Optimization exercise on an open flow, not production practice. RTL: at most simulated, not proved equivalent. Function not checked: runs 5 to 7. Power: default activity.

==> design/flow/design.v <==
module unpipelined_divider #
(
    parameter N = 32
)
(
    input wire [N-1:0] dividend,
    input wire [N-1:0] divisor,
    input wire start,
    input wire rst,
    input wire clk,
    output wire [N-1:0] quotient,
    output wire [N-1:0] remainder,
    output reg done
);
    reg [N-1:0] rem_reg;    
    reg [N-1:0] dq_reg;     
    reg [4:0]   cnt;        
    reg         busy;
    wire d_nz = |divisor;
    wire sk3 = (|divisor[31:24]) | (d_nz & ~(|dividend[31:8]));
    wire sk2 = (|divisor[31:16]) | (d_nz & ~(|dividend[31:16]));
    wire sk1 = (|divisor[31:8])  | (d_nz & ~(|dividend[31:24]));
    wire [1:0] sh = sk3 ? 2'd3 : sk2 ? 2'd2 : sk1 ? 2'd1 : 2'd0;
    wire [2*N-1:0] load = {{N{1'b0}}, dividend} << {sh, 3'b000};
    wire [N:0] t = {rem_reg, dq_reg[N-1]};
    wire [N-1:0] r_step;
    wire ge;
    div_step #(.N(N)) step (.t(t), .divisor(divisor), .r(r_step), .ge(ge));
    always @(posedge clk) begin
        if (start) begin
            rem_reg <= load[2*N-1:N];
            dq_reg  <= load[N-1:0];
        end else begin
            rem_reg <= r_step;
            dq_reg  <= {dq_reg[N-2:0], ge};
        end
    end
    always @(posedge clk or posedge rst) begin
        if (rst) begin
            busy <= 1'b0;
            done <= 1'b0;
            cnt  <= 5'd0;
        end else begin
            done <= busy && (cnt == 5'd31);
            if (start) begin
                busy <= 1'b1;
                cnt  <= {sh, 3'b000};
            end else if (busy) begin
                cnt <= cnt + 5'd1;
                if (cnt == 5'd31) busy <= 1'b0;
            end
        end
    end
    assign quotient  = dq_reg;
    assign remainder = rem_reg;
endmodule
module div_step #(parameter N = 32) (
    input  wire [N:0]   t,
    input  wire [N-1:0] divisor,
    output wire [N-1:0] r,
    output wire         ge
);
    wire [N-1:0] p = ~(t[N-1:0] ^ divisor);
    wire [N-1:0] g0 = t[N-1:0] & ~divisor;
    wire [N-1:0] gi = {g0[N-1:1], g0[0] | p[0]};
    wire [N-1:0] G [0:5];
    wire [N-1:0] P [0:5];
    assign G[0] = gi;
    assign P[0] = p;
    genvar l, i;
    generate
        for (l = 0; l < 5; l = l + 1) begin : lvl
            for (i = 0; i < N; i = i + 1) begin : bitp
                if ((i >> l) & 1) begin : comb
                    assign G[l+1][i] = G[l][i] | (P[l][i] & G[l][((i >> l) << l) - 1]);
                    assign P[l+1][i] = P[l][i] & P[l][((i >> l) << l) - 1];
                end else begin : pass
                    assign G[l+1][i] = G[l][i];
                    assign P[l+1][i] = P[l][i];
                end
            end
        end
    endgenerate
    wire [N-1:0] cin  = {G[5][N-2:0], 1'b1};
    wire [N-1:0] diff = p ^ cin;
    assign       ge   = t[N] | G[5][N-1];
    assign r = ge ? diff : t[N-1:0];
endmodule
==> design/flow/flow/run.sh <==
#!/bin/bash
# The standard layout, with the port buffers set to the library's smallest
# plain buffer (buffer_ports otherwise picks a delay cell) and the settings
# below passed to the ORFS make.
set -euo pipefail
export BUFFER_PORTS_ARGS="-buffer_cell sky130_fd_sc_hd__buf_1"

bash standard.sh > standard.log 2>&1
==> design/flow/standard.sh <==
#!/bin/bash
# synth_recipe.tcl (not shown) runs the flow's synth.tcl, then flattens the netlist and writes it again
# the make line also repeats each setting of config.mk as NAME=value (left out here)
make -C /OpenROAD-flow-scripts/flow DESIGN_CONFIG=/design/flow/config.mk WORK_HOME=/design/flow/orfs CLKGATE_MAP_FILE= SYNTH_SCRIPT=/design/flow/synth_recipe.tcl "${@:-finish}"
==> design/flow/config.mk <==
export PLATFORM = sky130hd
export DESIGN_NAME = unpipelined_divider
export DESIGN_NICKNAME = unpipelined_divider
export VERILOG_FILES = /design/flow/design.v
export SDC_FILE = /design/flow/constraint.sdc
export NUM_CORES = 4
export LEC_CHECK = 0
export CAP_MARGIN = 20
export CORE_MARGIN = 2
export CORE_UTILIZATION = 40
export CTS_BUF_LIST = sky130_fd_sc_hd__clkbuf_4 sky130_fd_sc_hd__clkbuf_8
export SETUP_SLACK_MARGIN = 1.5
export SLEW_MARGIN = 20
==> design/flow/constraint.sdc <==
create_clock -name core_clock -period 4.0 [get_ports {clk}]
set_input_delay 0.8000 -clock core_clock [delete_from_list [all_inputs] [get_ports {clk}]]
set_output_delay 0.8000 -clock core_clock [all_outputs]
set_load 0.01 [all_outputs]
==> summary.txt, run 1 <==
- The signed area change from the synthesized netlist to the final layout is 40.79%.
- The via count of the routed design is 4909.
- The clock-pin slew on the worst setup and hold paths is 0.08 ns.
- Summing internal, switching and leakage power gives 2.130 mW.
- The count of fill cells added during filler insertion is 1088.
- The DRC violation total after the first TritonRoute iteration is 254.
- The latest clock arrival within the worst-skew pair is 0.36 ns.
- By area, the combinational part of the netlist is dominated by compound AO/OA/AOI/OAI gates.
- The slew at the pin closest to its max-slew limit is 0.6370 ns.
- The flow ran to the end and the layout has no timing, DRC or antenna violations.
- By count the netlist is led by 64 x sky130_fd_sc_hd__dfxtp_1, 52 x sky130_fd_sc_hd__inv_1, 48 x sky130_fd_sc_hd__mux2i_1.
- Counting flops with an async set or reset pin after synthesis yields a share of 0.09859.
- Clock skew on the completed layout was measured at 0.006127 ns.
- The dominant register cell in the synthesized netlist is sky130_fd_sc_hd__dfxtp_1.
- The port buffer count is 131.
- The first-pass detailed-route iteration total is 5.
- The start-to-end type of the worst setup path is input port to flip-flop.
- The number of antenna violations at the first check in global routing is 0.
- The number of placement rows is 40.
- The endpoint kind of the worst setup timing path is a flip-flop.
- The parity-gate share of the synthesized area counting xor and xnor cells is 0.03831.
- Counting cells, the worst reg-to-reg path comes to 11.
- The multi-input combinational cells in the finished layout cover a total of 3605 µm².
- In this run the worst hold path is classified as input port to async pin.
- Synthesis handed over a netlist of 553 instances.
- Internal power comes to 1.399 mW.
- Detailed placement ended at an HPWL of 11590 µm.
- The total area inside the core boundary comes to 11860 µm².
- The worst-case IR drop observed on VDD is 0.2008 mV.
- After detailed routing, the number of remaining DRC violations is 0.
- Once detail routing completed, the nets flagged for antenna violations numbered 0.
- The floorplan step set the die height to 113.6 µm.
- The clock network power share is 0.284.
- CTS saw 71 sinks.
- The via count of the first global-routing pass was 4822.
- Entering global routing, the biggest net connects 49 pins.
- The cell leakage power is 2.826 nW.
- In the routed layout, each cell is associated on average with a via count of 5.656.
- The clock tree from TritonCTS is built.
- The required time reported for the critical path endpoint is 4.25 ns.
- The internal reg-to-reg setup slack is 1.18 ns.
- The cell with the most instances after synthesis is sky130_fd_sc_hd__dfxtp_1.
- The proportion of power drawn by combinational gates is 0.335.
- The final-report max-slew violation count was 0.
- Based on the critical path, the design can be clocked at up to 344.9 MHz.
- The worst reg2reg path endpoint is rem_reg[23].
- In the final layout, the share of cells above drive strength 1 is 0.2566.
- The total of warnings raised by yosys is 2.
- Along the worst path, the maximum fanout reaches 4.
- STA puts the critical path data arrival time at 3.15 ns.
- Dividing the detail-routed wire length by the instance count gives 18.61 µm.
- The post-route fraction of the period consumed by the critical path is 0.7249.
- The headroom to the max-slew limit is 0.5753.
- The total count of hold-check failures in the final report is 0.
- The number of distinct standard cells referenced by the synthesized netlist is 63.
- At the end of routability-driven placement, the weighted congestion stood at 0.8866.
- For this run, the total global-route usage over all layers was measured as 0.2443.
- The count of maximum capacitance violations is 0.
- The longest clock path from root to sink contains 2 buffers.
- The post-route minimum period is 2.900 ns.
- The final setup violation count is 0.
- The sequential share of power is 0.381.
- The final core utilization is 0.5698.
- The count of antenna diodes in the layout is 0.
- The part of the Yosys area used for sequential elements is 0.3034.
- In this run the horizontal extent of the chip is 113.6 µm.
- Of the total synthesized cell area, the portion taken by full adders, half adders and majority gates is 0.1069.
- The post-synth net total is 658.
- The total overflow left after global routing is 0.
- In this run the critical register-to-register path is launched from dq_reg[31].
- The combined flip-flop and latch cell area is 1458 µm².
- The category of the worst setup path launch point is an input port.
- The compound-gate portion of the synthesized area is 0.2197.
- The fraction of the mapped netlist area in simple logic gates is 0.1376.
- The portion of synthesized area spent on multiplexers is 0.1259.
- The cell area that synthesis handed to floorplanning was 4801 µm².
- The number of flops mapped to enable cells by yosys is 0.
- Sorting the synthesized cells by area gives the leading types as sky130_fd_sc_hd__dfxtp_1 27%, sky130_fd_sc_hd__mux2i_1 10%, sky130_fd_sc_hd__ha_1 8.6%.
- The first-pass GRT wire length is 24900 µm.
- The H-tree generated during clock tree synthesis spans 3 levels.
- The overall routed net length is 16150 µm.
- The number of storage elements in the synthesis netlist is 71.
- After routing, the total negative slack on setup checks comes to 0 ns.
- 132 I/O pins were placed.
- Setup repair after global routing could not meet its margin everywhere.
- The cell at the root of the clock tree is sky130_fd_sc_hd__clkbuf_8.
- Of the post-synthesis cell area, the dominant cell type holds 0.2669.
- The switching share of power is 0.3433.
- The effective utilization at floorplan is 0.4047.
- The number of buffers created by CTS is 9.
- In the final design database the tool counted 821 nets.
- Dividing total power by cell area gives a power density of 315.1 nW/µm².
- The average cell area after synthesis is 8.681 µm².
- Summed over all nets, the switching power comes to 0.7313 mW.
- The die area is 12890 µm².
- The largest area contributor in the synthesized netlist is sky130_fd_sc_hd__dfxtp_1.
==> routing by layer <==
metal  track usage  routed length [µm]
met4       0.08130                 490
met5             0                   0
met1        0.3272                7169
met2        0.4012                7622
met3       0.04198                 871
==> cells in the final DEF, fill, tap and decap left out, drive strengths merged, types with 2 or more instances in the layout <==
cell type	n
a211oi	3
a21boi	2
a21o	10
a21oi	49
a221oi	8
a22o	8
a31o	2
a31oi	8
a32oi	2
and2	5
and3	6
buf	163
clkbuf	23
clkinv	3
dfrtp	7
dfxtp	64
fa	5
ha	33
inv	52
mux2	11
mux2i	48
nand2	33
nand2b	5
nand3	10
nand4	7
nor2	44
nor2b	2
nor3	3
nor4	16
o211ai	4
o21a	4
o21ai	23
o22ai	9
o2bb2ai	9
or3	4
xnor2	10
xor2	11
==> worst max path at each step <==
stage | startpoint | endpoint | slack, ns | depth (start not counted)
floorplan | divisor[0] | rem_reg[18] | 1.11 | 10
global placement | divisor[22] | dq_reg[16] | 0.55 | 10
detailed placement | divisor[0] | rem_reg[10] | 0.48 | 11
CTS | divisor[0] | rem_reg[23] | 1.09 | 11
global route | divisor[21] | rem_reg[3] | 1.05 | 12
finish | divisor[0] | rem_reg[23] | 1.10 | 11
==> kinds of logic (layout without fill, tap and decap cells) <==
logic type / after synthesis / count (layout)
compound gates: 153 / 153
simple gates: 136 / 136
buf+inv: 75 / 243
flops: 71 / 71
mux: 59 / 59
fa+ha+maj: 38 / 38
xor+xnor: 21 / 21
==> layout make-up <==
cell class                      count  area share
Sequential cell                    71      0.2157
Clock buffer                       11     0.02240
Inverter                           52     0.02999
Tap cell                          147     0.02721
Clock inverter                      5    0.008330
Timing Repair Buffer              175      0.1631
Multi-Input combinational cell    407      0.5333
==> worst max-delay path, stage by stage <==
cell and delay [ns]:
sky130_fd_sc_hd__buf_8 0.10, sky130_fd_sc_hd__ha_4 0.15, sky130_fd_sc_hd__fa_2 0.33, sky130_fd_sc_hd__nand2b_4 0.15, sky130_fd_sc_hd__a21o_1 0.20, sky130_fd_sc_hd__a211o_4 0.38, sky130_fd_sc_hd__a311o_1 0.41, sky130_fd_sc_hd__a21oi_2 0.18
sky130_fd_sc_hd__xnor2_1 0.16, sky130_fd_sc_hd__a21oi_1 0.10, sky130_fd_sc_hd__a22o_1 0.18
==> stage by stage <==
| stage | hold WS (ns) | cells | setup WS [ns] | area, µm² |
|---|---|---|---|---|
| 2_1_floorplan | 0.4877 | 553 | 1.106 | 4961 |
| 3_3_place_gp | 0.4455 | 818 | 0.5550 | 5584 |
| 3_5_place_dp | 0.4559 | 818 | 0.4812 | 5584 |
| 4_1_cts | 0.3345 | 861 | 1.088 | 6367 |
| 5_1_grt | 0.3479 | 868 | 1.046 | 6759 |
| 6_report | 0.3299 | 868 | 1.100 | 6759 |
==> power by group through the flow <==
stage | Clock [mW] | Sequential [mW] | Combinational [mW]
after CTS | 0.612 | 0.808 | 0.655
after floorplan | 0 | 0.832 | 0.383
after global placement | 0 | 0.823 | 0.574
after detailed placement | 0 | 0.823 | 0.579
final | 0.606 | 0.811 | 0.714
after global routing | 0.648 | 0.816 | 0.782
==> timing repair <==
item | CTS | global route
resized for setup | 70 | 76
setup buffers | 24 | 5
hold buffers | 0 | 0
pin swaps | 29 | 41
cloned | 3 | 2
setup endpoints to repair | 64 | 63
Testbench counts, summed over its fixed seeds: cycles 10,456, items 512.
==> run 2, diff against run 1 <==
--- a/design/flow/config.mk
+++ b/design/flow/config.mk
@@ -9,5 +9,5 @@
 export CORE_MARGIN = 2
 export CORE_UTILIZATION = 40
 export CTS_BUF_LIST = sky130_fd_sc_hd__clkbuf_4 sky130_fd_sc_hd__clkbuf_8
-export SETUP_SLACK_MARGIN = 1.5
+export SETUP_SLACK_MARGIN = 0.5
 export SLEW_MARGIN = 20
==> run 2 against run 1 <==
Still clean on timing, DRC and antenna. Sequential cell count is the same. Worst setup slack lost 0.32 ns. Cell area shrank 16%. Core utilization shrank 9.0 points. Critical path type unchanged.
==> summary.txt, run 2 <==
- The critical path's largest stage delay is 0.43 ns.
- The clock-pin slew on the worst setup and hold paths is 0.09 ns.
- The category of the worst setup path launch point is an input port.
- Setup violations remaining at the end of the flow were counted as 0.
- The clock tree from TritonCTS is built.
- Counting instances in the post-synthesis netlist gives the leading cell types as 64 x sky130_fd_sc_hd__dfxtp_1, 52 x sky130_fd_sc_hd__inv_1, 48 x sky130_fd_sc_hd__mux2i_1.
- The cell at the root of the clock tree is sky130_fd_sc_hd__clkbuf_8.
- The part of the Yosys area used for sequential elements is 0.3034.
- Input and output buffers added on the ports amount to 131.
- The number of antenna diodes in the final layout is 0.
- The headroom to the max-slew limit is 0.4790.
- The minimum setup slack in the final design is 0.7764 ns.
- The type of the most critical hold path is input port to async pin.
- Measured along the x axis, the die boundary spans 113.6 µm.
- The area of the mapped netlist is 4801 µm².
- The total overflow left after global routing is 0.
- In the routed design, unresolved DRC markers number 0.
- Detailed placement finished with a half-perimeter wire length of 11540 µm.
- The final total negative setup slack is 0 ns.
- The most numerous cell on the critical path is sky130_fd_sc_hd__a21o_1.
- The area share of the largest cell type after synthesis is 0.2669.
- In the layout the commonest cells are 130 x sky130_fd_sc_hd__buf_1, 64 x sky130_fd_sc_hd__dfxtp_1, 52 x sky130_fd_sc_hd__inv_1.
- For this configuration, the core starts out at a cell density of 0.4047.
- The via count of the first global-routing pass is 4345.
- The H-tree was split into 3 levels.
- Of the available clock period, the critical path in the final layout requires 0.8059.
- The largest fanout of any net on the critical path is 9.
- From bottom edge to top edge, the die measures 113.6 µm.
- The finished layout cell area is 5689 µm².
- The clock passes through at most 2 buffers.
- The signed area change from the synthesized netlist to the final layout is 18.50%.
- The largest area contributor in the synthesized netlist is sky130_fd_sc_hd__dfxtp_1.
- The count of buffers added by post-CTS timing repair for setup is 0.
- In the final design database the tool counted 786 nets.
- The number of antenna violations at the first check in global routing came to 0.
- The placement-stage worst setup slack is 0.4060 ns.
- The signal on the critical path passes through buf_1, ha_1, fa_1, nand2b_1, a21o_1, a211o_1, a31oi_4, a21o_1, buf_4, mux2i_1, o21ai_0.
- By area the synthesized netlist is led by sky130_fd_sc_hd__dfxtp_1 27%, sky130_fd_sc_hd__mux2i_1 10%, sky130_fd_sc_hd__ha_1 8.6%.
- The total count of hold-check failures in the final report came to 0.
- The buffers plus inverters on the worst setup path is 2.
- In this run the core area contains 40 standard-cell rows.
- The pin count of the biggest net entering global routing is 49.
- The congestion estimate from routability-driven global placement came to 0.8960.
- In the routed layout, each cell is associated on average with a via count of 5.593.
- In this run, synthesis produced a sequential element count of 71.
- The slew at the pin closest to its max-slew limit is 0.7806 ns.
- The run finished with no timing, DRC or antenna violations.
- The Yosys step of the flow raised 2 warnings.
- The commonest non-fill, non-tap cell in the layout is sky130_fd_sc_hd__buf_1.
- The required time reported for the critical path endpoint is 4.23 ns.
- The number of resized instances in the post-cts repair step is 0.
- Counting flops with an async set or reset pin after synthesis yields a share of 0.09859.
- IR analysis of the VDD net gives a maximum drop of 0.1994 mV.
- The number of distinct standard cells referenced by the synthesized netlist is 63.
- The tool flagged a number of max-cap violations equal to 0.
- The cell leakage power is 2.484 nW.
- The floorplan step defined a core boundary enclosing 11860 µm².
- For this design, the slowest cell found on the critical path is sky130_fd_sc_hd__a21o_1.
- The DRC violation total after the first TritonRoute iteration is 295.
- In this run the count of I/O pins placed on the die edge is 132.
- Clock tree synthesis found a total of 71 sinks.
- The latest clock arrival within the worst-skew pair is 0.36 ns.
- Synthesis produced a netlist with a net count of 658.
- Synthesis handed over a netlist of 553 instances.
- Setup repair after global routing left no endpoint under its margin.
- Buffers inserted during clock tree synthesis total 9.
- STA classifies the critical path endpoint as a flip-flop.
- The most common cell in the synthesized netlist is sky130_fd_sc_hd__dfxtp_1.
- In the synthesized netlist the dominant register cell turns out to be sky130_fd_sc_hd__dfxtp_1.
- The critical path in this run is classified as input port to flip-flop.
- Data on the critical path arrives at its endpoint at 3.45 ns.
- The die area is 12890 µm².
- The count of nets left with antenna violations after detail routing is 0.
- The first-pass GRT wire length is 22770 µm.
- The cell family contributing the most delay on the critical path is compound AO/OA/AOI/OAI gates.
- In this run, synthesis inferred 0 flip-flops with an integrated enable.
- The post-detailed-placement cell area is 5445 µm².
- The final-report max-slew violation count is 0.
- The via count of the routed design is 4659.
- A synthesized cell averages 8.681 µm².
- The highest achievable clock rate is 310.2 MHz.
- The count of hold buffers inserted by post-cts repair is 0.
- The power density relative to cell area is 365.8 nW/µm².
- Counting I/O delays and the setup requirement, the final critical path takes 3.224 ns.
- For this run, the total global-route usage over all layers was measured as 0.2226.
- The proportion of layout cells with a drive suffix above 1 is 0.07434.
- The overall routed net length is 14500 µm.
- The worst setup skew after layout is 0.009988 ns.
- Dividing the detail-routed wire length by the instance count gives 17.40 µm.
- The first-pass detailed-route iteration total is 5.
[run 2: cell count changes in the layout (fill, tap and decap cells not counted), moves of 8 or more]
cell                       change
sky130_fd_sc_hd__buf_4        -17
sky130_fd_sc_hd__a21oi_1      +16
sky130_fd_sc_hd__buf_1        +16
sky130_fd_sc_hd__a21oi_2      -15
sky130_fd_sc_hd__buf_6        -13
sky130_fd_sc_hd__nor4_1       +10
sky130_fd_sc_hd__clkbuf_2      -9
sky130_fd_sc_hd__o21ai_0       +9
sky130_fd_sc_hd__ha_1          +8
sky130_fd_sc_hd__nand2_1       +8
[run 2: cell families after synthesis]
group,synth area share
simple gates,0.1376
compound gates,0.2197
flops,0.3034
xor+xnor,0.03831
buf+inv,0.06828
mux,0.1259
fa+ha+maj,0.1069
[run 2: final cells by class]
cell class,count,area [µm²]
clock buffers,9,123.9
clock inverters,7,120.1
fillers,1202,6172
inverters,52,195.2
multi-input cells,407,3024
flip-flops and latches,71,1456
well taps,147,183.9
repair buffers,140,585.6
[run 2: where the power goes]
part	switching, mW	leakage [nW]	internal [mW]
clock	0.302	0.120	0.416
sequential	0.0449	0.610	0.758
combinational	0.332	1.75	0.227
[run 2: worst paths after layout]
path | startpoint | end | slack (ns) | cells after the start
setup / recovery | divisor[0] | rem_reg[19] | 0.78 | 11
hold / removal | rst | cnt[1] | 0.33 | 2
setup reg to reg | dq_reg[31] | rem_reg[19] | 0.89 | 11
hold reg to reg | dq_reg[19] | dq_reg[20] | 0.47 | 2
max in group asynchronous | rst | cnt[2] | 3.46 | 2
min in group core_clock | dq_reg[19] | dq_reg[20] | 0.47 | 2
[run 2: metal layers]
metal  track usage  part of all wire  routed length (µm)  vias up
li1              -                 -                   -     2267
met1        0.2999              0.44                6449     2192
met2        0.3689              0.47                6753      180
met3       0.04570             0.074                1075       20
met4       0.05122             0.015                 218        0
met5             0                 0                   0        -
[run 2: metrics by stage]
step	hold slack [ns]	utilization	power, mW	instances
floorplan	0.4877	-	1.188	553
finish	0.3297	0.4796	2.081	833
global route	0.3460	0.4796	2.191	833
global placement	0.4399	0.4591	1.370	817
CTS	0.3343	0.4796	2.084	833
detailed placement	0.4495	0.4591	1.373	817
==> run 3, diff against run 2 <==
--- a/design/flow/config.mk
+++ b/design/flow/config.mk
@@ -9,5 +9,5 @@
 export CORE_MARGIN = 2
 export CORE_UTILIZATION = 40
 export CTS_BUF_LIST = sky130_fd_sc_hd__clkbuf_4 sky130_fd_sc_hd__clkbuf_8
-export SETUP_SLACK_MARGIN = 0.5
+export SETUP_SLACK_MARGIN = 1.25
 export SLEW_MARGIN = 20
==> run 3 against run 2 <==
Critical path depth grew 1. Critical path type unchanged. Clock power grew about 10%. Sequential power grew 1%. Wire length grew 11%. Synthesized cell count is the same. Register-to-register slack gained 0.33 ns. Via count grew 4.7%. Clock-buffer cell count grew 2. Sequential cell count is the same.
==> summary.txt, run 3 <==
- STA classifies the critical path startpoint as an input port.
- The number of antenna violations at the first check in global routing is 0.
- The internal reg-to-reg setup slack is 1.22 ns.
- The latest clock arrival within the worst-skew pair is 0.36 ns.
- The first-pass detailed-route iteration total is 5.
- The worst hold path belongs to the class input port to async pin.
- The worst setup skew after layout is 0.009236 ns.
- The cell at the slowest stage of the critical path is sky130_fd_sc_hd__a211o_4.
- The worst register-to-register path has a depth of 12.
- The number of H-tree levels is 3.
- By instance count, the leading cell after synthesis is sky130_fd_sc_hd__dfxtp_1.
- The effective utilization at floorplan is 0.4047.
- In the layout the commonest cells are 125 x sky130_fd_sc_hd__buf_1, 63 x sky130_fd_sc_hd__dfxtp_1, 48 x sky130_fd_sc_hd__inv_1.
- The endpoint kind of the worst setup timing path is a flip-flop.
- The via count of the routed design is 4877.
- The dominant register cell in the synthesized netlist is sky130_fd_sc_hd__dfxtp_1.
- The first-pass GRT wire length is 23300 µm.
- After synthesis, the netlist uses 63 different library cells.
- The power density relative to cell area is 351.3 nW/µm².
- The total of warnings raised by yosys is 2.
- The clock-pin slew on the worst setup and hold paths is 0.08 ns.
- The clock tree from TritonCTS is built.
- The worst reg2reg path endpoint is rem_reg[29].
- The final setup violation count is 0.
- The die is 113.6 µm tall.
- The slew at the pin closest to its max-slew limit is 0.6175 ns.
- Across all hold checks on the routed design, the worst slack comes to 0.3424 ns.
- Setup repair after global routing could not meet its margin everywhere.
- After detailed routing, the number of remaining DRC violations is 0.
- After synthesis the netlist holds a flip-flop and latch count of 71.
- Data arrives at the worst endpoint at 3.16 ns.
- The worst register-to-register path begins at dq_reg[31].
- The final layout contains 821 nets.
- The initialized floorplan defines 40 standard-cell rows.
- The aggregate global-route resource usage is 0.2286.
- The largest total area in the synthesized netlist belongs to sky130_fd_sc_hd__dfxtp_1.
- The final-report max-slew violation count is 0.
- Pin placement for this block handled 132 I/O pins.
- The worst pin sits at a relative slew slack of 0.5883.
- Entering global routing, the biggest net connects 40 pins.
- The DRC violation total after the first TritonRoute iteration is 337.
- The final weighted congestion of routability-driven global placement is 0.8923.
- The critical path goes through buf_8, ha_4, fa_2, nand2b_4, a21o_1, a211o_4, a31oi_4, a21oi_4, buf_6, or3_1, mux2i_1, a31o_2.
- The die covers 12890 µm².
- The number of nets handed over by synthesis was 658.
- Once detail routing completed, the nets flagged for antenna violations numbered 0.
- Sorting the synthesized cells by how often they occur yields 64 x sky130_fd_sc_hd__dfxtp_1, 52 x sky130_fd_sc_hd__inv_1, 48 x sky130_fd_sc_hd__mux2i_1.
- The tool flagged a number of max-cap violations equal to 0.
- The commonest non-fill, non-tap cell in the layout is sky130_fd_sc_hd__buf_1.
- For the worst setup path, the data required time is 4.30 ns.
- The total count of hold-check failures in the final report is 0.
- The overall routed net length is 16110 µm.
- Dividing the final minimum period by the clock period gives 0.7151.
- VDD sags by at most 0.2623 mV.
- The total overflow left after global routing is 0.
- The average instance in the mapped netlist occupies 8.681 µm².
- The core region is 11860 µm².
- The part of the Yosys area used for sequential elements is 0.3034.
- The deepest clock path buffer count is 2.
- The largest fanout of any net on the critical path is 5.
- The area growth from synthesis to layout is 36.96%.
- The via count of the first global-routing pass is 4459.
- The cell leakage power is 2.791 nW.
- The highest achievable clock rate is 349.6 MHz.
- The number of flops mapped to enable cells by yosys is 0.
- Ranked by total cell area, the synthesized netlist is headed by sky130_fd_sc_hd__dfxtp_1 27%, sky130_fd_sc_hd__mux2i_1 10%, sky130_fd_sc_hd__ha_1 8.6%.
- The post-route minimum period is 2.861 ns.
- The area share of the largest cell type after synthesis is 0.2669.
- The count of buffers added on input and output ports is 131.
- The cell area that synthesis handed to floorplanning was 4801 µm².
- After layout, the design draws a total of 2.310 mW.
- Dividing the detail-routed via count by the number of cells gives 5.619.
- After legalization and detailed placement, the total HPWL measured 11430 µm.
- The average detailed-routed wire length per instance is 18.56 µm.
- The fraction of synthesis flops using an asynchronous set or reset pin is 0.09859.
- On the worst path, the slowest cell contributes a delay of 0.37 ns.
- The final total negative setup slack is 0 ns.
- Once layout is complete, the utilization of the core stands at 0.5543.
- The die span in x is 113.6 µm.
- Synthesis produced a netlist whose cell count is 553.
- The start-to-end type of the worst setup path is input port to flip-flop.
- The root buffer cell chosen for the clock tree is sky130_fd_sc_hd__clkbuf_8.
- The proportion of layout cells with a drive suffix above 1 is 0.2122.
- Clock tree synthesis found a total of 71 sinks.
- 0 antenna diodes ended up in the layout.
- TritonCTS created 9 clock buffers.
- The run finished with no timing, DRC or antenna violations.
[run 3: cell types whose count changed in the layout (fill, tap and decap cells not counted), sizes merged]
cell and delta:
clkinv -2, clkbuf +9, buf +28, inv -1, bufinv +1
[run 3: layout make-up]
cell class | instances | area [µm²]
inverter | 52 | 202.7
clock inverter | 5 | 127.6
multi-input combinational | 407 | 3452
timing repair buffer | 175 | 999.7
fill | 1139 | 5286
tap | 147 | 183.9
clock buffer | 11 | 151.4
sequential | 71 | 1458
[run 3: worst max path at each step]
stage                start     endpoint  depth (start not counted)
2_1_floorplan   divisor[0]  rem_reg[18]                         10
3_3_place_gp   divisor[30]   dq_reg[18]                         10
3_5_place_dp   divisor[30]   dq_reg[21]                         10
4_1_cts         divisor[0]  rem_reg[10]                         11
5_1_grt         divisor[0]  rem_reg[29]                         12
6_report        divisor[0]  rem_reg[29]                         12
[run 3: stage by stage]
stage	setup slack [ns]	cells	cell area [µm²]
2_1_floorplan	1.106	553	4928
6_report	1.140	868	6575
5_1_grt	1.075	868	6575
3_5_place_dp	0.4241	818	5567
4_1_cts	1.131	846	6041
3_3_place_gp	0.5390	818	5567
[run 3: timing repair]
| action | CTS | global route |
|---|---|---|
| pin swaps | 9 | 30 |
| resized for setup | 29 | 58 |
| setup endpoints to repair | 61 | 44 |
| gates cloned | 2 | 5 |
| setup buffers | 10 | 17 |
| hold buffers | 0 | 0 |
[run 3: power by group]
group / total [mW] / switching [mW] / internal, mW
clock network: 0.793 / 0.281 / 0.511
registers: 0.814 / 0.0551 / 0.759
logic: 0.703 / 0.386 / 0.317
total: 2.31 / 0.722 / 1.59
[run 3: cells by family (layout without fill, tap and decap cells)]
logic type      count (synthesis)  count (layout)  synth area share
flops                          71              71            0.3034
xor+xnor                       21              21           0.03831
mux                            59              59            0.1259
buf+inv                        75             243           0.06828
fa+ha+maj                      38              38            0.1069
simple gates                  136             136            0.1376
compound gates                153             153            0.2197
[run 3: worst max-delay path: cells and delay by family]
kind	cells	cell delay [ns]
muxes	1	0.14
AOI/OAI and AO/OA	5	1.04
buffers and inverters	2	0.25
adders and majority gates	2	0.48
and+or+nand+nor	2	0.45
[run 3: routing by layer]
| metal | GRT usage | share of wire | vias to the layer above | wire, µm |
|---|---|---|---|---|
| li1 | - | - | 2340 | - |
| met1 | 0.3207 | 0.45 | 2339 | 7184 |
| met2 | 0.3673 | 0.47 | 175 | 7612 |
| met3 | 0.03879 | 0.063 | 23 | 1020 |
| met4 | 0.05854 | 0.018 | 0 | 292 |
| met5 | 0 | 0 | - | 0 |
==> run 4, diff against run 3 <==
--- a/design/flow/config.mk
+++ b/design/flow/config.mk
@@ -9,5 +9,5 @@
 export CORE_MARGIN = 2
 export CORE_UTILIZATION = 40
 export CTS_BUF_LIST = sky130_fd_sc_hd__clkbuf_4 sky130_fd_sc_hd__clkbuf_8
-export SETUP_SLACK_MARGIN = 1.25
+export SETUP_SLACK_MARGIN = 0.75
 export SLEW_MARGIN = 20
==> run 4 against run 3 <==
First-iteration DRC count fell by 31%. Fmax fell by 7.8%. Area after synthesis did not move. Wire length fell by 10%. Critical path depth fell by 2. Cell area fell by 13%. Synthesized cell count did not move. Final cell count fell by 4.0%. Clock power fell by 9.7%.
==> summary.txt, run 4 <==
- Dividing the final minimum period by the clock period gives 0.7753.
- Synthesis produced a netlist with a net count of 658.
- The commonest non-fill, non-tap cell in the layout is sky130_fd_sc_hd__buf_1.
- IR analysis of the VDD net gives a maximum drop of 0.1972 mV.
- The headroom to the max-slew limit is 0.4893.
- The cell at the slowest stage of the critical path is sky130_fd_sc_hd__o21ai_4.
- The die span in x is 113.6 µm.
- The critical path is of the input port to flip-flop type.
- The count of antenna diodes in the layout is 0.
- The deepest clock path buffer count is 2.
- The first global-routing pass estimated 22770 µm of wire.
- The sum of net half-perimeters after detailed placement is 11540 µm.
- The worst flop-to-flop path startpoint is dq_reg[31].
- For the worst setup path, the data required time is 4.28 ns.
- The region available for standard cell placement spans 11860 µm².
- The analysis attributes to cell leakage a power of 2.481 nW.
- The final total negative setup slack is 0 ns.
- In this run the vertical extent of the chip is 113.6 µm.
- Counting buffers and inverters, the worst setup path is 10 cells deep.
- The cell family contributing the most delay on the critical path is compound AO/OA/AOI/OAI gates.
- TritonCTS created 9 clock buffers.
- In the synthesized netlist the async set-or-reset flop fraction comes to 0.09859.
- The share of the Yosys chip area taken by registers is 0.3034.
- After synthesis, the mean cell area works out to 8.681 µm².
- Timing would allow up to 322.5 MHz.
- The number of flops mapped to enable cells by yosys is 0.
- Traced cell by cell, the critical path runs through buf_1, nor4_1, nand4_1, a31oi_1, a21oi_1, o21ai_4, buf_4, and2_1, a21oi_1, a21oi_1.
- The final layout contains routed wiring with a total length of 14490 µm.
- For this run, the number of Yosys warnings is 2.
- Dividing total power by cell area gives a power density of 365.3 nW/µm².
- The latest clock arrival within the worst-skew pair is 0.36 ns.
- The remaining design rule violation count is 0.
- Setup repair after global routing left no endpoint under its margin.
- Across the run, the number of max-cap violations was 0.
- Together, buffers and inverters on the worst path number 2.
- The effective utilization at floorplan is 0.4047.
- The internal reg-to-reg setup slack is 1.02 ns.
- The area share of the largest cell type after synthesis is 0.2669.
- The critical path's largest stage delay is 0.46 ns.
- The largest area contributor in the synthesized netlist is sky130_fd_sc_hd__dfxtp_1.
- The average detailed-routed wire length per instance is 17.39 µm.
- The number of distinct standard cells referenced by the synthesized netlist is 63.
- The type of the most critical hold path is input port to async pin.
- The total overflow left after global routing is 0.
- The top cell types in the final layout, fill and taps aside, are 130 x sky130_fd_sc_hd__buf_1, 64 x sky130_fd_sc_hd__dfxtp_1, 52 x sky130_fd_sc_hd__inv_1.
- The routed layout has 4637 vias.
- The root buffer cell chosen for the clock tree is sky130_fd_sc_hd__clkbuf_8.
- The run finished with no timing, DRC or antenna violations.
- The clock tree from TritonCTS is built.
- For this run, the total global-route usage over all layers was measured as 0.2226.
- Counting instances in the post-synthesis netlist gives the leading cell types as 64 x sky130_fd_sc_hd__dfxtp_1, 52 x sky130_fd_sc_hd__inv_1, 48 x sky130_fd_sc_hd__mux2i_1.
- The first routing iteration left 233 violations.
- Counting every instance in the synthesized netlist gives 553.
- The number of storage elements in the synthesis netlist is 71.
- Across the routed clock network, the largest skew measured is 0.007917 ns.
- The source of the critical timing path is divisor[30].
- The number of cells on the worst reg-to-reg path is 12.
- The count of buffers added by post-CTS timing repair for setup is 0.
- The slew at the pin closest to its max-slew limit is 0.7653 ns.
- The most critical setup path has its endpoint at dq_reg[16].
- STA classifies the critical path endpoint as a flip-flop.
- Of the cells placed in the final design, the portion with a size suffix greater than 1 is 0.07580.
- The worst hold margin is 0.3313 ns.
- sky130_fd_sc_hd__dfxtp_1 is the most common cell in the netlist.
- The clock-pin slew on the worst setup and hold paths is 0.08 ns.
- The via count of the first global-routing pass is 4345.
- The post-route minimum period is 3.101 ns.
- CTS built an H-tree with a depth of 3.
- Yosys attributes the largest share of cell area to sky130_fd_sc_hd__dfxtp_1 27%, sky130_fd_sc_hd__mux2i_1 10%, sky130_fd_sc_hd__ha_1 8.6%.
- The port buffer count is 131.
- The final-report max-slew violation count is 0.
- The number of placement rows is 40.
- The number of antenna violations at the first check in global routing is 0.
- The final weighted congestion of routability-driven global placement is 0.8960.
- The largest fanout of any net on the critical path is 16.
- The final setup violation count is 0.
- The area of the mapped netlist is 4801 µm².
- The total count of hold-check failures in the final report is 0.
- The most numerous cell on the critical path is sky130_fd_sc_hd__a21oi_1.
- The worst setup path is launched from an input port.
- The most used flip-flop cell after synthesis is sky130_fd_sc_hd__dfxtp_1.
- The layout net count is 786.
- In this run the critical register-to-register path is captured at rem_reg[15].
- The detail route stage leaves a number of antenna-violating nets equal to 0.
- The boundary pin count is 132.
- The signed area change from the synthesized netlist to the final layout is 18.53%.
- The vias per cell is 5.567.
- The number of sinks handled by clock tree synthesis is 71.
- The die covers 12890 µm².
- At the worst endpoint, the arrival time is 3.38 ns.
- The pin count of the biggest net entering global routing is 49.
- The first-pass detailed-route iteration total is 4.
## run 4: cell counts after synthesis
No cell type changed its count.
## run 4: cells by family after synthesis
kind of cell / count (synthesis) / share of synthesized area
mux: 59 / 0.1259
compound gates: 153 / 0.2197
fa+ha+maj: 38 / 0.1069
buf+inv: 75 / 0.06828
simple gates: 136 / 0.1376
xor+xnor: 21 / 0.03831
flops: 71 / 0.3034
## run 4: final cells by class
class | instances | area [µm²]
fillers | 1201 | 6171
flip-flops and latches | 71 | 1456
inverters | 52 | 195.2
clock inverters | 7 | 120.1
repair buffers | 140 | 585.6
multi-input cells | 407 | 3025
clock buffers | 9 | 123.9
well taps | 147 | 183.9
## run 4: per-stage QoR
stage	area, µm²	total power [mW]	worst slack (ns)	utilization	std cells
floorplan	4801	1.188	0.9498	-	553
global placement	5445	1.370	0.4844	0.4591	817
detailed placement	5445	1.373	0.4060	0.4591	817
CTS	5689	2.084	0.7792	0.4796	833
global route	5690	2.191	0.7512	0.4797	833
finish	5690	2.079	0.8989	0.4797	833
## run 4: worst min-delay path by stage
stage / cells after the start / slack [ns] / endpoint / start
CTS: 2 / 0.33 / cnt[1] / rst
global route: 2 / 0.35 / done / rst
global placement: 1 / 0.44 / dq_reg[8] / dq_reg[7]
finish: 2 / 0.33 / cnt[1] / rst
floorplan: 1 / 0.49 / dq_reg[10] / dq_reg[9]
detailed placement: 1 / 0.45 / dq_reg[11] / dq_reg[10]
## run 4: report_power, final
group / total, mW / switching, mW / internal [mW]
combinational: 0.559 / 0.332 / 0.228
sequential: 0.803 / 0.0451 / 0.758
clock: 0.716 / 0.299 / 0.416
total: 2.08 / 0.676 / 1.40
## run 4: metal layers
layer | vias up | part of all wire | global-route usage
li1 | 2269 | - | -
met1 | 2186 | 0.45 | 0.2999
met2 | 165 | 0.47 | 0.3689
met3 | 17 | 0.069 | 0.04570
met4 | 0 | 0.015 | 0.05122
met5 | - | 0 | 0
## run 4: repair_timing
| action | CTS | global route |
|---|---|---|
| setup endpoints to repair | 0 | 14 |
| endpoints found under the hold margin | 0 | 0 |
| gates resized for setup | 0 | 1 |
| hold buffers | 0 | 0 |
==> run 5, diff against run 4 <==
--- a/design/flow/design.v
+++ b/design/flow/design.v
@@ -35,20 +35,20 @@
             dq_reg  <= {dq_reg[N-2:0], ge};
         end
     end
+    always @(posedge clk) begin
+        if (start) cnt <= {sh, 3'b000};
+        else       cnt <= cnt + 5'd1;
+    end
     always @(posedge clk or posedge rst) begin
         if (rst) begin
             busy <= 1'b0;
             done <= 1'b0;
-            cnt  <= 5'd0;
         end else begin
             done <= busy && (cnt == 5'd31);
-            if (start) begin
+            if (start)
                 busy <= 1'b1;
-                cnt  <= {sh, 3'b000};
-            end else if (busy) begin
-                cnt <= cnt + 5'd1;
-                if (cnt == 5'd31) busy <= 1'b0;
-            end
+            else if (cnt == 5'd31)
+                busy <= 1'b0;
         end
     end
     assign quotient  = dq_reg;
--- a/design/flow/config.mk
+++ b/design/flow/config.mk
@@ -7,7 +7,7 @@
 export LEC_CHECK = 0
 export CAP_MARGIN = 20
 export CORE_MARGIN = 2
-export CORE_UTILIZATION = 40
+export CORE_UTILIZATION = 55
 export CTS_BUF_LIST = sky130_fd_sc_hd__clkbuf_4 sky130_fd_sc_hd__clkbuf_8
-export SETUP_SLACK_MARGIN = 0.75
+export SETUP_SLACK_MARGIN = 1.0
 export SLEW_MARGIN = 20
==> run 5 against run 4 <==
Still clean on timing, DRC and antenna. Total power fell by 2.4%. Sequential share of layout area fell by 1.1 points. Fmax rose by 5.0%. Final cell count fell by 7.9%. Clock skew rose by 0.0073 ns. Combinational power rose by 1%. Area after synthesis fell by 2.9%. Core utilization rose by 23 points. Cell area rose by 2.5%. Sequential cell count did not move. Critical path depth fell by 1. Die area fell by 28%. Critical endpoint is now dq_reg[25]. Largest cell class unchanged.
==> summary.txt, run 5 <==
- The finished layout cell area is 5834 µm².
- The worst register-to-register path ends at rem_reg[4].
- The run finished with no timing, DRC or antenna violations.
- The die is 96.06 µm wide.
- Adding up every negative setup slack in the final design gives 0 ns.
- The worst-case IR drop observed on VDD is 0.2378 mV.
- The post-detailed-placement cell area is 5319 µm².
- The number of storage elements in the synthesis netlist is 71.
- The via count of the first global-routing pass is 4109.
- Derived from the worst setup path, the maximum achievable clock frequency is 338.6 MHz.
- The worst hold margin is 0.2509 ns.
- 0 antenna diodes ended up in the layout.
- For the worst setup path, the data required time is 4.24 ns.
- After floorplanning, the core was divided into 33 placement rows.
- The total congestion overflow after global routing is 0.
- The post-route minimum period is 2.953 ns.
- The number of flops mapped to enable cells by yosys is 0.
- The remaining design rule violation count is 0.
- The power density relative to cell area is 347.7 nW/µm².
- The number of buffers created by CTS is 9.
- The total count of hold-check failures in the final report came to 0.
- At the end of the flow, the number of nets in the layout was 762.
- The pin count of the biggest net entering global routing is 58.
- The area of the mapped netlist is 4661 µm².
- Summing over every cut layer, the via total after detailed routing is 4520.
- Setup repair after global routing could not meet its margin everywhere.
- The signed area change from the synthesized netlist to the final layout is 25.18%.
- The sum of net half-perimeters after detailed placement is 10400 µm.
- For this run, the total global-route usage over all layers was measured as 0.2955.
- Ranked by total cell area, the synthesized netlist is headed by sky130_fd_sc_hd__dfxtp_1 30%, sky130_fd_sc_hd__mux2i_1 11%, sky130_fd_sc_hd__ha_1 8.9%.
- The worst register-to-register path has a depth of 12.
- Leaving out fill and tap cells, the most frequent cell in the layout is sky130_fd_sc_hd__buf_1.
- The most numerous cell on the critical path is sky130_fd_sc_hd__mux2i_1.
- The port buffer count is 131.
- Counting every sink on the clock net gives 71.
- The count of nets left with antenna violations after detail routing is 0.
- The tightest min-delay check is of the input port to async pin type.
- The effective utilization at floorplan is 0.5672.
- The largest fanout of any net on the critical path is 34.
- At the end of the flow the core is filled with cells to 0.7101.
- The floorplan step defined a core boundary enclosing 8217 µm².
- The final setup violation count is 0.
- In the finished design, the share of the clock period the worst path needs comes to 0.7384.
- The post-synth net total is 624.
- The number of H-tree levels is 3.
- The cell at the slowest stage of the critical path is sky130_fd_sc_hd__or4_1.
- For this block, the initial DRC count from the detailed router was 211.
- The boundary pin count is 132.
- The part of the Yosys area used for sequential elements is 0.3071.
- The first-pass GRT wire length is 20560 µm.
- The critical path's largest stage delay is 0.55 ns.
- The count of fill cells added during filler insertion is 702.
- Across all register-to-register paths, the minimum setup slack is 1.20 ns.
- After detailed routing, the number of vias per cell comes to 5.893.
- The number of antenna violations at the first check in global routing is 0.
- The cell leakage power is 2.403 nW.
- The final-report max-slew violation count is 0.
- The later pin in the worst-skew pair is clocked with a latency of 0.35 ns.
- The critical path contains buffers and inverters numbering 2 combined.
- The total of warnings raised by yosys is 2.
- The number of distinct standard cells referenced by the synthesized netlist is 64.
- The final weighted congestion of routability-driven global placement is 0.9079.
- Synthesis produced a netlist whose cell count is 519.
- The clock passes through at most 2 buffers.
- TritonCTS built the clock tree.
- Among all flip-flop cells after synthesis, the most frequent one is sky130_fd_sc_hd__dfxtp_1.
- Clock tree synthesis selected as its root buffer the cell sky130_fd_sc_hd__clkbuf_8.
- After clock tree synthesis, the clock-pin slew on the worst setup and hold paths is 0.09 ns.
- The proportion of layout cells with a drive suffix above 1 is 0.1375.
- Averaged over all synthesized cells, the footprint is 8.980 µm².
- The headroom to the max-slew limit is 0.2800.
- Across the run, the number of max-cap violations was 0.
- The critical path in this run is classified as input port to flip-flop.
- In this design, the largest share of critical-path delay is due to multiplexers.
- The die height is 96.06 µm.
- The die covers 9227 µm².
- Overall power consumption after layout is estimated at 2.029 mW.
- The data arrival time of the critical path is 3.19 ns.
- STA classifies the critical path endpoint as a flip-flop.
- After synthesis, the most frequently instantiated cells are 69 x sky130_fd_sc_hd__dfxtp_1, 52 x sky130_fd_sc_hd__mux2i_1, 48 x sky130_fd_sc_hd__inv_1.
- The overall routed net length is 13770 µm.
- The largest area contributor in the synthesized netlist is sky130_fd_sc_hd__dfxtp_1.
- The signal on the critical path passes through buf_1, or4_1, nor2_2, a41oi_1, a21oi_4, buf_12, mux2i_1, mux2i_1, mux2_2.
- STA classifies the critical path startpoint as an input port.
- The first-pass detailed-route iteration total is 5.
- The cell with the most instances after synthesis is sky130_fd_sc_hd__dfxtp_1.
- The share of synthesized area in the top cell type comes to 0.2964.
- The average detailed-routed wire length per instance is 17.95 µm.
- The worst register-to-register path begins at dq_reg[31].
- In the layout the commonest cells are 129 x sky130_fd_sc_hd__buf_1, 69 x sky130_fd_sc_hd__dfxtp_1, 48 x sky130_fd_sc_hd__inv_1.
- The slew at the pin closest to its max-slew limit is 1.079 ns.
- The fraction of synthesis flops using an asynchronous set or reset pin is 0.02817.
- The worst setup skew after layout is 0.01525 ns.
run 5: changes by cell type in the layout (fill, tap and decap cells not counted), sizes merged, moves of 6 or more:
cell / change
nor2: -7
nand3: +6
a21oi: -30
a31oi: -6
a221oi: -6
buf: +9
nand2: -6
a21o: -7
run 5: cell type report:
class / instances / area [µm²] / share of cell area
inverters: 48 / 180.2 / 0.03088
clock buffers: 9 / 123.9 / 0.02123
clock inverters: 7 / 102.6 / 0.01759
well taps: 105 / 131.4 / 0.02252
multi-input cells: 378 / 3194 / 0.5475
repair buffers: 149 / 670.6 / 0.1149
flip-flops and latches: 71 / 1431 / 0.2453
run 5: report_power, final:
group / switching (mW) / internal, mW
logic: 0.320 / 0.246
clock network: 0.309 / 0.359
registers: 0.0426 / 0.752
run 5: what timing repair did:
| action | in CTS | in global routing |
|---|---|---|
| endpoints found under the setup margin | 30 | 27 |
| hold buffers | 0 | 0 |
| resized for setup | 12 | 31 |
| pin swaps | 5 | 9 |
| buffers inserted | 4 | 8 |
| hold endpoints to repair | 0 | 0 |
run 5: worst max path at each step:
| stage | slack (ns) | depth (start not counted) | end | startpoint |
|---|---|---|---|---|
| floorplan | 0.87 | 12 | rem_reg[22] | divisor[0] |
| global placement | 0.47 | 12 | rem_reg[19] | divisor[0] |
| detailed placement | 0.38 | 12 | rem_reg[4] | divisor[8] |
| CTS | 1.00 | 12 | rem_reg[29] | divisor[10] |
| global route | 0.98 | 13 | rem_reg[24] | divisor[0] |
| finish | 1.05 | 9 | dq_reg[25] | dividend[29] |
run 5: cell families (layout without fill, tap and decap cells):
logic type,count (synthesis),after routing,share of synthesized area
and+or+nand+nor,132,132,0.1423
AOI/OAI and AO/OA,127,127,0.2032
DFF,71,71,0.3071
buffers and inverters,70,213,0.06416
muxes,65,65,0.1431
adders and majority gates,38,38,0.1101
xor gates and xnor gates,16,16,0.03007
run 5: layer usage:
| layer | vias to the layer above | track usage | part of all wire |
|---|---|---|---|
| met5 | - | 0 | 0 |
| li1 | 2192 | - | - |
| met4 | 0 | 0.09405 | 0.016 |
| met2 | 155 | 0.5000 | 0.49 |
| met3 | 18 | 0.04620 | 0.059 |
| met1 | 2155 | 0.3848 | 0.43 |
run 5: stage by stage:
| step | setup WS, ns | std cells |
|---|---|---|
| 2_1_floorplan | 0.8675 | 519 |
| 3_3_place_gp | 0.4728 | 739 |
| 3_5_place_dp | 0.3760 | 739 |
| 4_1_cts | 1.003 | 759 |
| 5_1_grt | 0.9769 | 767 |
| 6_report | 1.047 | 767 |
==> run 6, diff against run 5 <==
==> design/flow/design.v (replaced) <==
module unpipelined_divider #
(
    parameter N = 32
)
(
    input wire [N-1:0] dividend,
    input wire [N-1:0] divisor,
    input wire start,
    input wire rst,
    input wire clk,
    output wire [N-1:0] quotient,
    output wire [N-1:0] remainder,
    output reg done
);
    reg [N-1:0] rem_reg;    
    reg [N-1:0] dq_reg;     
    reg [4:0]   cnt;        
    reg         busy;
    wire d_nz = |divisor;
    wire sk3 = (|divisor[31:24]) | (d_nz & ~(|dividend[31:8]));
    wire sk2 = (|divisor[31:16]) | (d_nz & ~(|dividend[31:16]));
    wire sk1 = (|divisor[31:8])  | (d_nz & ~(|dividend[31:24]));
    wire [1:0] sh = sk3 ? 2'd3 : sk2 ? 2'd2 : sk1 ? 2'd1 : 2'd0;
    wire [2*N-1:0] load = {{N{1'b0}}, dividend} << {sh, 3'b000};
    wire [N:0] t = {rem_reg, dq_reg[N-1]};
    wire [N-1:0] p = ~(t[N-1:0] ^ divisor);
    wire [N-1:0] g0 = t[N-1:0] & ~divisor;
    wire [N-1:0] gi = {g0[N-1:1], g0[0] | p[0]};
    wire [N-1:0] G [0:5];
    wire [N-1:0] P [0:5];
    assign G[0] = gi;
    assign P[0] = p;
    genvar l, i;
    generate
        for (l = 0; l < 5; l = l + 1) begin : lvl
            for (i = 0; i < N; i = i + 1) begin : bitp
                if ((i >> l) & 1) begin : comb
                    assign G[l+1][i] = G[l][i] | (P[l][i] & G[l][((i >> l) << l) - 1]);
                    assign P[l+1][i] = P[l][i] & P[l][((i >> l) << l) - 1];
                end else begin : pass
                    assign G[l+1][i] = G[l][i];
                    assign P[l+1][i] = P[l][i];
                end
            end
        end
    endgenerate
    wire [N-1:0] cin  = {G[5][N-2:0], 1'b1};
    wire [N-1:0] diff = p ^ cin;
    wire         ge   = t[N] | G[5][N-1];
    always @(posedge clk) begin
        if (start) begin
            rem_reg <= load[2*N-1:N];
            dq_reg  <= load[N-1:0];
        end else begin
            rem_reg <= ge ? diff : t[N-1:0];
            dq_reg  <= {dq_reg[N-2:0], ge};
        end
    end
    always @(posedge clk or posedge rst) begin
        if (rst) begin
            busy <= 1'b0;
            done <= 1'b0;
            cnt  <= 5'd0;
        end else begin
            done <= busy && (cnt == 5'd31);
            if (start) begin
                busy <= 1'b1;
                cnt  <= {sh, 3'b000};
            end else if (busy) begin
                cnt <= cnt + 5'd1;
                if (cnt == 5'd31) busy <= 1'b0;
            end
        end
    end
    assign quotient  = dq_reg;
    assign remainder = rem_reg;
endmodule
--- a/design/flow/config.mk
+++ b/design/flow/config.mk
@@ -7,7 +7,7 @@
 export LEC_CHECK = 0
 export CAP_MARGIN = 20
 export CORE_MARGIN = 2
-export CORE_UTILIZATION = 55
+export CORE_UTILIZATION = 40
 export CTS_BUF_LIST = sky130_fd_sc_hd__clkbuf_4 sky130_fd_sc_hd__clkbuf_8
 export SETUP_SLACK_MARGIN = 1.0
 export SLEW_MARGIN = 20
==> run 6 against run 5 <==
Fmax hardly changed. Clock skew grew 0.00076 ns. Combinational power rose to 3.3 times the previous value. Die area is 38% higher. Sequential power is 31% higher. Synthesized cell count up 2.5%. Critical endpoint is now rem_reg[17].
==> summary.txt, run 6 <==
- The flow ran to the end and the layout has no timing, DRC or antenna violations.
- Cell internal power was estimated by the tool at 1.991 mW.
- Of the post-synthesis cell area, the dominant cell type holds 0.2705.
- The count of maximum capacitance violations is 0.
- In the layout the commonest cells are 121 x sky130_fd_sc_hd__buf_1, 64 x sky130_fd_sc_hd__dfxtp_1, 56 x sky130_fd_sc_hd__nor2_1.
- Along the worst path, the maximum fanout reaches 3.
- The total count of hold-check failures in the final report is 0.
- In the final layout, the share of cells above drive strength 1 is 0.1708.
- Power spread over the standard cell area amounts to 574.9 nW/µm².
- STA classifies the critical path startpoint as an input port.
- The dominant register cell in the synthesized netlist is sky130_fd_sc_hd__dfxtp_1.
- The aggregate global-route resource usage is 0.2294.
- The cell at the root of the clock tree is sky130_fd_sc_hd__clkbuf_8.
- The count of nets left with antenna violations after detail routing is 0.
- The tightest min-delay check is of the input port to async pin type.
- VDD sags by at most 0.2879 mV.
- The cell family contributing the most delay on the critical path is compound AO/OA/AOI/OAI gates.
- After legalization and detailed placement, the total HPWL measured 11720 µm.
- The number of antenna violations at the first check in global routing is 0.
- The clock tree from TritonCTS is built.
- Setup violations remaining at the end of the flow were counted as 0.
- In the synthesized netlist, the number of instances is 532.
- The slew at the pin closest to its max-slew limit is 0.5472 ns.
- Counting along the longest clock path gives a buffer depth of 2.
- After synthesis, the mean cell area works out to 8.902 µm².
- The slowest stage of the critical path is the sky130_fd_sc_hd__fa_2 cell.
- Setup repair after global routing could not meet its margin everywhere.
- The signed area change from the synthesized netlist to the final layout is 27.34%.
- After clock tree synthesis, the clock-pin slew on the worst setup and hold paths is 0.09 ns.
- The analysis attributes to net switching a power of 1.476 mW.
- STA classifies the critical path endpoint as a flip-flop.
- For this run, design rule violations remaining after detail routing come to 0.
- In this run the register-to-register setup slack is 1.12 ns.
- Of all cell types, the one taking the most synthesized area is sky130_fd_sc_hd__dfxtp_1.
- The highest achievable clock rate is 338.4 MHz.
- The signal on the critical path passes through buf_1, inv_1, ha_4, o211a_1, o31a_1, o211ai_1, buf_4, a21oi_4, or2_4, fa_2, xor2_1, mux2i_1, o21ai_1.
- The filler-free cell count of the finished design is 822.
- Of the available clock period, the critical path in the final layout requires 0.7388.
- Detailed routing inserted a total of 4644 vias.
- At the worst endpoint, the arrival time is 3.18 ns.
- The area of the mapped netlist is 4736 µm².
- The number of placed instances, taps included is 796.
- Entering global routing, the biggest net connects 42 pins.
- The die height is 112.8 µm.
- For the finished layout, the period the worst path requires is 2.955 ns.
- The number of placement rows is 39.
- Yosys instantiated no cell more often than sky130_fd_sc_hd__dfxtp_1.
- In this run the count of I/O pins placed on the die edge is 132.
- The number of nets in the synthesized netlist is 637.
- The clock net in this run drives a total of 71 sinks.
- The worst flop-to-flop path startpoint is dq_reg[31].
- In the final design database the tool counted 779 nets.
- The cell leakage power is 2.434 nW.
- The die covers 12730 µm².
- In this run the standard cell core region covers 11470 µm².
- The worst setup skew after layout is 0.01601 ns.
- After detailed routing, the average wire length per cell comes to 18.32 µm.
- For this run the aggregate overflow at the end of global routing stands at 0.
- The final core utilization is 0.5259.
- The share of total power dissipated in combinational logic is 0.532.
- The sequential share of power is 0.300.
- The final total negative setup slack is 0 ns.
- The die span in x is 112.8 µm.
- The DRC violation total after the first TritonRoute iteration is 263.
- Leaving out fill and tap cells, the most frequent cell in the layout is sky130_fd_sc_hd__buf_1.
- After synthesis, the netlist uses 65 different library cells.
- The total of warnings raised by yosys is 1.
- The start-to-end type of the worst setup path is input port to flip-flop.
- For this run, the slowest stage of the critical path takes 0.38 ns.
- The congestion estimate from routability-driven global placement came to 0.8676.
- Dividing the detail-routed via count by the number of cells gives 5.650.
- The latest clock arrival within the worst-skew pair is 0.36 ns.
- Of the total power, the share spent switching nets is 0.4256.
- Counting both buffers and inverters, the worst setup path holds a total of 3.
- The via count of the first global-routing pass is 4606.
- The worst register-to-register path ends at rem_reg[17].
- In the synthesized netlist, the cells that appear most often are 64 x sky130_fd_sc_hd__dfxtp_1, 57 x sky130_fd_sc_hd__nor2_1, 49 x sky130_fd_sc_hd__mux2i_1.
- The share of total power dissipated in the clock network is 0.168.
- The worst-case reg-to-reg path depth is 13.
- In the post-synthesis netlist, the biggest area contributors are sky130_fd_sc_hd__dfxtp_1 27%, sky130_fd_sc_hd__mux2i_1 10%, sky130_fd_sc_hd__ha_1 8.7%.
- The effective utilization at floorplan is 0.4130.
- The required time reported for the critical path endpoint is 4.23 ns.
- The final-report max-slew violation count came to 0.
- The first-pass GRT wire length is 23390 µm.
- The synthesized design contains 71 register bits.
- TritonCTS created 9 clock buffers.
- The count of hold buffers inserted by post-cts repair is 0.
- After synthesis, the share of flip-flops with an asynchronous set or reset is 0.09859.
- CTS built an H-tree with a depth of 3.
- The layout has 1107 filler cells.
- The number of flops mapped to enable cells by yosys is 0.
- The headroom to the max-slew limit is 0.6339.
- The part of the Yosys area used for sequential elements is 0.3075.
- The first TritonRoute pass finished after 4 iterations.
- The overall routed net length is 15060 µm.
- During placement, the flow inserted port buffers numbering 131.
- The number of antenna diodes in the final layout is 0.
==> run 6: how the worst max path moves through the flow <==
stage,startpoint,end,depth (start not counted)
after global routing,divisor[3],rem_reg[17],13
after detailed placement,divisor[15],dq_reg[30],10
final,divisor[3],rem_reg[17],13
after CTS,divisor[25],rem_reg[1],12
after floorplan,divisor[0],rem_reg[15],12
after global placement,divisor[15],dq_reg[30],10
==> run 6: metrics by stage <==
stage / instance area [µm²] / hold WS [ns] / setup slack [ns] / power, mW
2_1_floorplan: 4906 / 0.4877 / 0.9291 / 2.295
3_3_place_gp: 5584 / 0.4496 / 0.1198 / 2.733
3_5_place_dp: 5584 / 0.4386 / 0.1483 / 2.767
4_1_cts: 5872 / 0.3283 / 0.9927 / 3.393
5_1_grt: 6031 / 0.3391 / 0.9265 / 3.707
6_report: 6031 / 0.3344 / 1.045 / 3.467
==> run 6: routing by layer <==
layer	share of wire	global-route usage
met1	0.45	0.3028
met4	0.014	0.05935
met5	0	0
met2	0.47	0.3844
met3	0.065	0.04660
==> run 6: power groups by stage <==
stage	logic, mW	registers, mW	clock network [mW]
after detailed placement	1.72	1.05	0
after global placement	1.68	1.05	0
after global routing	2.03	1.06	0.624
final	1.85	1.04	0.583
after CTS	1.76	1.03	0.599
after floorplan	1.22	1.08	0
==> run 6: cell type report <==
type / instances / area, µm² / area share
well taps: 143 / 178.9 / 0.02967
inverters: 42 / 163.9 / 0.02718
repair buffers: 153 / 730.7 / 0.1212
clock buffers: 9 / 123.9 / 0.02054
clock inverters: 7 / 68.82 / 0.01141
flip-flops and latches: 71 / 1456 / 0.2415
multi-input cells: 397 / 3308 / 0.5485
==> run 6: repair_timing <==
action | in CTS | in global routing
setup endpoints to repair | 54 | 32
pin swaps | 4 | 14
buffers inserted | 4 | 6
resized for setup | 12 | 33
cloned | 0 | 0
==> run 6: kinds of logic after synthesis <==
family | after synthesis | synth area share
XOR/XNOR | 21 | 0.03884
AO/OA/AOI/OAI | 138 | 0.2029
multiplexers | 67 | 0.1464
AND/OR/NAND/NOR | 133 | 0.1374
buffers and inverters | 64 | 0.05865
adder cells (fa/ha/maj) | 38 | 0.1083
flip-flops | 71 | 0.3075
==> run 6: worst register-to-register path: cells and delay by family (launching register included) <==
family	cells	cell delay, ns
AOI/OAI and AO/OA	4	0.76
and+or+nand+nor	2	0.31
xor gates and xnor gates	1	0.14
buffers and inverters	2	0.30
DFF	1	0.34
muxes	1	0.16
adders and majority gates	3	0.74
==> run 7, diff against run 6 <==
--- a/design/flow/flow/run.sh
+++ b/design/flow/flow/run.sh
@@ -4,5 +4,5 @@
 # below passed to the ORFS make.
 set -euo pipefail
 export BUFFER_PORTS_ARGS="-buffer_cell sky130_fd_sc_hd__buf_1"
-
+export ADDER_MAP_FILE=
 bash standard.sh > standard.log 2>&1
--- a/design/flow/config.mk
+++ b/design/flow/config.mk
@@ -8,6 +8,5 @@
 export CAP_MARGIN = 20
 export CORE_MARGIN = 2
 export CORE_UTILIZATION = 40
-export CTS_BUF_LIST = sky130_fd_sc_hd__clkbuf_4 sky130_fd_sc_hd__clkbuf_8
 export SETUP_SLACK_MARGIN = 1.0
 export SLEW_MARGIN = 20
==> run 7 against run 6 <==
Clock-buffer cell count rose by 1. Core utilization rose by 5.1 points. Cell area rose by 15%. Still clean. Largest cell class unchanged. Highest routed layer unchanged. Sequential cell count did not move. Final cell count rose by 12%. Largest power group unchanged. Area after synthesis rose by 3.8%. First-iteration DRC count rose by 20%. Clock power rose by 46%. Critical path depth did not move.
==> summary.txt, run 7 <==
- The multi-input combinational cells in the finished layout cover a total of 3782 µm².
- For this block, the initial DRC count from the detailed router was 316.
- Counting flops with a built-in enable in the synthesized netlist gives 0.
- The count of hold buffers inserted by post-cts repair is 0.
- The pre-antenna-repair detailed-routing pass consisted of 4 iterations.
- At the worst endpoint, the arrival time is 3.54 ns.
- The dominant register cell in the synthesized netlist is sky130_fd_sc_hd__dfxtp_1.
- The worst voltage drop across the vdd grid is 0.1705 mV.
- The latest clock arrival within the worst-skew pair is 0.34 ns.
- The clock-pin slew on the worst setup and hold paths is 0.06 ns.
- Leaving out fill and tap cells, the most frequent cell in the layout is sky130_fd_sc_hd__buf_1.
- The average cell area after synthesis is 8.153 µm².
- The total congestion overflow after global routing is 0.
- The post-layout total power is 3.302 mW.
- The part of the Yosys area used for sequential elements is 0.2963.
- Across every metal layer, demand over resource in global routing totals 0.2411.
- The largest area contributor in the synthesized netlist is sky130_fd_sc_hd__dfxtp_1.
- The finished layout cell area is 6932 µm².
- The pin count of the biggest net entering global routing is 43.
- The total of warnings raised by yosys is 1.
- The flow ran to the end and the layout has no timing, DRC or antenna violations.
- The internal reg-to-reg setup slack is 0.81 ns.
- The floorplan step set the die width to 114.9 µm.
- The sum of net half-perimeters after detailed placement is 11370 µm.
- The number of H-tree levels is 3.
- The count of fill cells added during filler insertion is 1065.
- The endpoint kind of the worst setup timing path is a flip-flop.
- Across the whole layout, storage elements account for 1458 µm².
- The average detailed-routed wire length per instance is 17.43 µm.
- The final weighted congestion of routability-driven global placement is 0.9122.
- In this run the worst hold path is classified as input port to async pin.
- The port buffer count is 131.
- The cell at the root of the clock tree is sky130_fd_sc_hd__clkbuf_16.
- The start-to-end type of the worst setup path is input port to flip-flop.
- Summed over all layers, the routed wires come to 16050 µm.
- The number of antenna violations at the first check in global routing is 0.
- The die area is 13190 µm².
- The deepest clock path buffer count is 2.
- In the routed layout, each cell is associated on average with a via count of 5.530.
- Summing all placed instances gives a cell area of 5675 µm².
- The die is 114.9 µm tall.
- In the post-synthesis netlist, the biggest area contributors are sky130_fd_sc_hd__dfxtp_1 26%, sky130_fd_sc_hd__mux2i_1 9.6%, sky130_fd_sc_hd__xnor2_1 8.9%.
- The final route contains 5093 vias.
- The power density relative to cell area is 476.3 nW/µm².
- The final-report max-slew violation count is 0.
- Counting flops and latches in the post-synthesis netlist gives 71.
- The signed area change from the synthesized netlist to the final layout is 41.00%.
- Across the routed clock network, the largest skew measured is 0.01227 ns.
- Of the post-synthesis cell area, the dominant cell type holds 0.2606.
- The category of the worst setup path launch point is an input port.
- Data on the critical path is required at its endpoint by 4.27 ns.
- The headroom to the max-slew limit is 0.4346.
- The area of the mapped netlist is 4916 µm².
- The clock tree from TritonCTS is built.
- The cell with the most instances after synthesis is sky130_fd_sc_hd__dfxtp_1.
- The post-route fraction of the period consumed by the critical path is 0.8169.
- The count of nets left with antenna violations after detail routing is 0.
- For this configuration, the core starts out at a cell density of 0.4093.
- The remaining design rule violation count is 0.
- Based on the critical path, the design can be clocked at up to 306.0 MHz.
- In this run the standard cell core region covers 12010 µm².
- The number of nets in the synthesized netlist is 670.
- The fraction of synthesis flops using an asynchronous set or reset pin is 0.09859.
- The count of antenna diodes in the layout is 0.
- Setup violations remaining at the end of the flow were counted as 0.
- The boundary pin count is 132.
- The cell count after synthesis came out at 603.
- Of the cells placed in the final design, the portion with a size suffix greater than 1 is 0.2532.
- The first global-routing pass estimated 25200 µm of wire.
- In this run the static leakage power is 2.689 nW.
- Setup repair after global routing could not meet its margin everywhere.
- Counting I/O delays and the setup requirement, the final critical path takes 3.268 ns.
- The final total negative setup slack is 0 ns.
- Sorting the synthesized cells by how often they occur yields 64 x sky130_fd_sc_hd__dfxtp_1, 53 x sky130_fd_sc_hd__nor2_1, 50 x sky130_fd_sc_hd__xnor2_1.
- Of all nets on the critical path, the largest fanout is 5.
- The netlist uses 63 different library cells.
- The number of placement rows is 40.
- The via count of the first global-routing pass is 5161.
- Max-cap violations in this run came to 0.
- At the pin with the least slew margin, the transition time is 0.8482 ns.
- The layout net count is 836.
- The tree built by TritonCTS fans out to 71 sinks.
- The number of buffers created by CTS is 9.
- The library cells used most frequently in the layout, excluding fill and tap cells, are 111 x sky130_fd_sc_hd__buf_1, 63 x sky130_fd_sc_hd__dfxtp_1, 47 x sky130_fd_sc_hd__mux2i_1.
- The total count of hold-check failures in the final report is 0.
==> run 7: area by class of cell <==
type | count | area share
multi-input combinational | 469 | 0.5457
sequential | 71 | 0.2103
timing repair buffer | 178 | 0.1504
clock buffer | 10 | 0.03303
tap | 147 | 0.02653
inverter | 40 | 0.02166
clock inverter | 6 | 0.01245
==> run 7: cell families (layout without fill, tap and decap cells) <==
| family | count (synthesis) | count (layout) | share of synthesized area |
|---|---|---|---|
| buf+inv | 64 | 234 | 0.05217 |
| fa+ha+maj | 15 | 15 | 0.03207 |
| compound gates | 128 | 129 | 0.1647 |
| xor+xnor | 66 | 66 | 0.1176 |
| simple gates | 204 | 204 | 0.2232 |
| mux | 55 | 55 | 0.1140 |
| flops | 71 | 71 | 0.2963 |
==> run 7: final timing paths <==
check                      startpoint     endpoint  depth (start not counted)
min reg2reg                dq_reg[30]   dq_reg[31]                          2
min in group core_clock    dq_reg[30]   dq_reg[31]                          2
max in group asynchronous         rst       cnt[2]                          2
max                        divisor[8]  rem_reg[29]                         13
max reg2reg                rem_reg[3]  rem_reg[29]                         12
min                               rst         done                          2
==> run 7: repair_timing <==
item	CTS	global route
gates cloned	3	0
setup endpoints to repair	44	34
gates resized for setup	106	46
setup buffers	26	6
pin swaps	63	35
==> run 7: per-layer routing <==
layer / vias up / global-route usage / part of all wire
li1: 2461 / - / -
met5: - / 0 / 0
met3: 39 / 0.04692 / 0.058
met4: 0 / 0.1245 / 0.031
met1: 2427 / 0.3046 / 0.43
met2: 166 / 0.3914 / 0.48
==> run 7: critical path, cell delays in order <==
cell and delay [ns]:
sky130_fd_sc_hd__buf_8 0.09, sky130_fd_sc_hd__nand2b_4 0.13, sky130_fd_sc_hd__maj3_2 0.32, sky130_fd_sc_hd__o311ai_2 0.23, sky130_fd_sc_hd__a21o_1 0.15, sky130_fd_sc_hd__maj3_2 0.24, sky130_fd_sc_hd__o2111ai_2 0.15, sky130_fd_sc_hd__and4_4 0.24
sky130_fd_sc_hd__buf_6 0.12, sky130_fd_sc_hd__a2111o_1 0.36, sky130_fd_sc_hd__and3_4 0.16, sky130_fd_sc_hd__or4_4 0.41, sky130_fd_sc_hd__a21oi_2 0.12
==> run 7: stage by stage <==
step,hold slack (ns),worst slack [ns],util,cells
after floorplan,0.4740,0.6698,-,603
after global placement,0.4434,0.2790,0.4725,870
after detailed placement,0.4544,0.1254,0.4725,870
after CTS,0.3626,0.7328,0.5585,915
after global routing,0.3752,0.6430,0.5771,921
final,0.3594,0.7324,0.5771,921
==> run 7: power breakdown <==
group | switching [mW] | total, mW | internal [mW] | leakage [nW]
registers | 0.152 | 0.962 | 0.811 | 0.611
clock network | 0.309 | 0.853 | 0.545 | 0.152
logic | 0.755 | 1.49 | 0.731 | 1.93
total | 1.22 | 3.30 | 2.09 | 2.69
